Context: an optimization exercise on an open-source flow, tuned for a short achievable clock period and few clock cycles. The choices shown serve that exercise and are no tape-out recipe. Only simulation tests tie the RTL to the original design; equivalence was not proved. Power and IR drop assume default switching activity.

==> violet: inputs <==
Design mips_cpu, start of the top module:
module mips_cpu(rst,clk,imem_addr,imem_rdata,dmem_addr,dmem_wdata,dmem_we,dmem_rdata);
Settings: LEC_CHECK=0, ABC_CLOCK_PERIOD_IN_PS=3000, CAP_MARGIN=20, CORE_MARGIN=2, CORE_UTILIZATION=40, SLEW_MARGIN=20; clock period 12.0 ns.
standard.sh (not shown) runs the stock make flow with config.mk's settings and CLKGATE_MAP_FILE= SYNTH_SCRIPT=/design/flow/synth_recipe.tcl, a recipe that flattens the netlist after the stock synthesis.
==> flow/flow/run.sh <==
#!/bin/bash
# Layout flow: the standard ORFS flow (standard.sh: the standard synthesis script,
# floorplan, power grid, placement, CTS and routing), with these changes in how the
# layout is made, none in what is measured (the SDC, clock period and I/O constraints
# are the design's own):
#  - the I/O port buffers are buf_8 cells rather than the delay buffer that
#    buffer_ports picks by itself;
#  - besides the platform's own don't-use cells, the slow cells with four
#    transistors in series (or4*, nor4*, a2111*, o2111*, o41*, a41*, listed in
#    flow/extra_dont_use.txt) are not used.
# Each ORFS step's full log is in orfs/logs/; make's own output is in flow_make.log.
set -euo pipefail
here=$(cd "$(dirname "$0")" && pwd)
plat=$(sed -n '/^export DONT_USE_CELLS/,/^#/p' "$FLOW_HOME/platforms/sky130hd/config.mk" \
       | grep -o 'sky130_fd_sc_hd__[a-z0-9_]*' | tr '\n' ' ')
extra=$(tr '\n' ' ' < "$here/extra_dont_use.txt")
bash standard.sh SETUP_SLACK_MARGIN=8.5 TNS_END_PERCENT=100 \
  "BUFFER_PORTS_ARGS=-buffer_cell sky130_fd_sc_hd__buf_8" \
  "DONT_USE_CELLS=$plat $extra" finish > flow_make.log 2>&1
==> flow/flow/extra_dont_use.txt <==
sky130_fd_sc_hd__a2111o_1 sky130_fd_sc_hd__a2111o_2 sky130_fd_sc_hd__a2111o_4 sky130_fd_sc_hd__a2111oi_0 sky130_fd_sc_hd__a2111oi_1 sky130_fd_sc_hd__a2111oi_2 sky130_fd_sc_hd__a2111oi_4 sky130_fd_sc_hd__a41o_1 sky130_fd_sc_hd__a41o_2 sky130_fd_sc_hd__a41o_4 sky130_fd_sc_hd__a41oi_1 sky130_fd_sc_hd__a41oi_2 sky130_fd_sc_hd__a41oi_4 sky130_fd_sc_hd__nor4_1 sky130_fd_sc_hd__nor4_2 sky130_fd_sc_hd__nor4_4 sky130_fd_sc_hd__nor4b_1 sky130_fd_sc_hd__nor4b_2 sky130_fd_sc_hd__nor4b_4 sky130_fd_sc_hd__nor4bb_1 sky130_fd_sc_hd__nor4bb_2 sky130_fd_sc_hd__nor4bb_4 sky130_fd_sc_hd__o2111a_1 sky130_fd_sc_hd__o2111a_2 sky130_fd_sc_hd__o2111a_4 sky130_fd_sc_hd__o2111ai_1 sky130_fd_sc_hd__o2111ai_2 sky130_fd_sc_hd__o2111ai_4 sky130_fd_sc_hd__o41a_1 sky130_fd_sc_hd__o41a_2 sky130_fd_sc_hd__o41a_4 sky130_fd_sc_hd__o41ai_1 sky130_fd_sc_hd__o41ai_2 sky130_fd_sc_hd__o41ai_4 sky130_fd_sc_hd__or4_1 sky130_fd_sc_hd__or4_2 sky130_fd_sc_hd__or4_4 sky130_fd_sc_hd__or4b_1 sky130_fd_sc_hd__or4b_2 sky130_fd_sc_hd__or4b_4 sky130_fd_sc_hd__or4bb_1 sky130_fd_sc_hd__or4bb_2 sky130_fd_sc_hd__or4bb_4 
==> delta (differences from violet) <==
--- a/flow/design.v
+++ b/flow/design.v
@@ -136,13 +136,12 @@
     reg        e_kill;          
     reg        e_wen, e_lw, e_sw, e_beq, e_pred, e_fok, e_addi;
     reg [31:0] e_nimm;          
     reg [4:0]  e_rd;
     reg [31:0] e_rsl, e_rsh, e_rtl, e_rth, e_bl, e_bh;
     reg        e_rs4, e_rt4;
-    reg        e_rs4n, e_rt4n;   
     reg [15:0] e_imm;
     reg [4:0]  e_sh;
     reg        e_fb_l;
     reg        s_add, s_sub, s_and, s_or, s_slt, s_sll, s_srl;
     reg [29:0] e_npc;
     reg        m_wen, m_lw;
@@ -203,12 +202,16 @@
     wire f_pred = f_beq & (zknown ? e_az : ((rs == rt) | ins[15]));
     wire        mispredict;
     wire [29:0] redirect;
     wire [31:0] res;
     wire [31:0] a, bf, b;    
     wire [31:0] wb;
+    wire [31:0] fva = fa_m ? res : wb;
+    wire [31:0] fvb = fb_m ? res : wb;
+    wire        fa  = fa_m | fa_w;
+    wire        fb  = fb_m | fb_w;
     wire [31:0] imm32 = {{16{ins[15]}}, ins[15:0]};
     wire        isrc  = f_ri | f_sw;
     wire [29:0] pc_next = mispredict ? redirect :
                           stall      ? pci :
                           f_j        ? jt :
                           f_pred     ? bt : npc;
@@ -233,35 +236,33 @@
         e_addi <= f_addi & f_wen;
         e_nimm <= 32'd0 - {{16{ins[15]}}, ins[15:0]};
         e_fok  <= fok;
         e_rd   <= f_dst;
         e_rs4  <= rs[4];
         e_rt4  <= rt[4];
-        e_rs4n <= ~rs[4];
-        e_rt4n <= ~rt[4];
-        e_rsl  <= fa_m ? res : fa_w ? wb : rsl;
-        e_rsh  <= fa_m ? res : fa_w ? wb : rsh;
-        e_rtl  <= fb_m ? res : fb_w ? wb : rtl;
-        e_rth  <= fb_m ? res : fb_w ? wb : rth;
-        e_bl   <= (fb_m & ~isrc) ? res : isrc ? imm32 : fb_w ? wb : rtl;
-        e_bh   <= (fb_m & ~isrc) ? res : isrc ? imm32 : fb_w ? wb : rth;
+        e_rsl  <= fa ? fva : rsl;
+        e_rsh  <= fa ? fva : rsh;
+        e_rtl  <= fb ? fvb : rtl;
+        e_rth  <= fb ? fvb : rth;
+        e_bl   <= isrc ? imm32 : fb ? fvb : rtl;
+        e_bh   <= isrc ? imm32 : fb ? fvb : rth;
         e_imm  <= ins[15:0];
         e_sh   <= ins[10:6];
         e_fb_l <= fb_m & ev_lw;
         s_add  <= f_add | f_addi | f_lw | f_sw;
         s_sub  <= f_sub;
         s_and  <= f_and;
         s_or   <= f_or | f_ori;
         s_slt  <= f_slt;
         s_sll  <= f_sll;
         s_srl  <= f_srl;
         e_npc  <= npc;
     end
-    assign a  = {e_rs4n ? e_rsl[31:16] : e_rsh[31:16], e_rs4 ? e_rsh[15:0] : e_rsl[15:0]};
+    assign a  = e_rs4 ? e_rsh : e_rsl;
     assign bf = e_rt4 ? e_rth : e_rtl;
-    assign b  = e_rt4n ? e_bl : e_bh;
+    assign b  = e_rt4 ? e_bh : e_bl;
     wire [31:0] sum, diff;
     wire        nborrow;
     ks_add #(32) add0 (.a(a), .b(b), .ci(1'b0), .s(sum), .co());
     ks_add #(32) sub0 (.a(a), .b(~bf), .ci(1'b1), .s(diff), .co(nborrow));
     assign res = ({32{s_add}} & sum)
                     | ({32{s_sub}} & diff)
==> flow/flow/run.sh (replaced) <==
#!/bin/bash
set -euo pipefail
bash standard.sh SETUP_SLACK_MARGIN=8.5 TNS_END_PERCENT=100 \
  "BUFFER_PORTS_ARGS=-buffer_cell sky130_fd_sc_hd__buf_8" finish > flow_make.log 2>&1
removed: flow/flow/extra_dont_use.txt
==> comparison table <==
metric	violet	delta
Number of buffers inserted to repair setup after CTS	324	385
Vias	79,500	79,400
Register bit total from synthesis	1,435	1,433
Dpl cell area	0.0814 mm2	0.0823 mm2
Most frequent standard cell in the layout excluding fill and tap cells	nor2_1	dfrtp_1
Antenna diodes	29	22
Clock network fraction of total power	31.5%	31.8%
Status	finished with violations	complete, no violations
Violated checks	max-capacitance violations, max-slew violations	-
Number of buffers created by CTS	156	157
Compound-cell area share of the yosys netlist	24.2%	25.1%
Global placer's final weighted congestion	1.01	1.03
Cell count after synthesis	8,318	8,262
Number of cell instances on the worst register-to-register path	13	17
Multiplexer share of the synthesized area	6.67%	6.83%
Psw	5560 uW	5720 uW
Ratio of routed vias to standard cells	6.93	6.91
Area growth from synthesis to layout	35.6%	37.3%
Start point of the critical path	imem_rdata[21]	e_rs4
Layout clock area frac	5.19%	5.21%
Worst reg-to-reg setup slack	7.98 ns	7.85 ns
Testbench counts of violet, summed over its fixed seeds: cycles 56,620.
Testbench counts of delta, summed over its fixed seeds: cycles 56,620.

-- port drivers added, routing unchanged --
In the flow no input, the clock included, has a driving cell. The finished layouts below were timed again as built, in two steps.
Step 1 assumes that a clkbuf_16 drives the clock port and a buf_2 every other input.
Step 2 adds t to the input delays and takes it off the output delays; t is the mean of the earliest and latest rising clock arrival at the registers after step 1. Input paths then give back, and output paths get back, about the clock's delay inside the block.
Slacks: no drivers / after step 1 / after step 2; pairs: no drivers / after step 1.
| run | shift t [ns] | slack for setup (ns) | hold slack, ns | worst register clock-pin slew, ns |
|---|---|---|---|---|
| violet | 0.915 | 7.887 / 7.927 / 7.012 | 0.419 / 0.419 / 0.419 | 0.07 / 0.07 |
| delta | 0.934 | 7.848 / 7.848 / 6.947 | 0.403 / 0.403 / 0.403 | 0.07 / 0.07 |
The setup slack of delta, which loses most, moves by 0.000 ns with the drivers and by -0.901 ns with both steps.
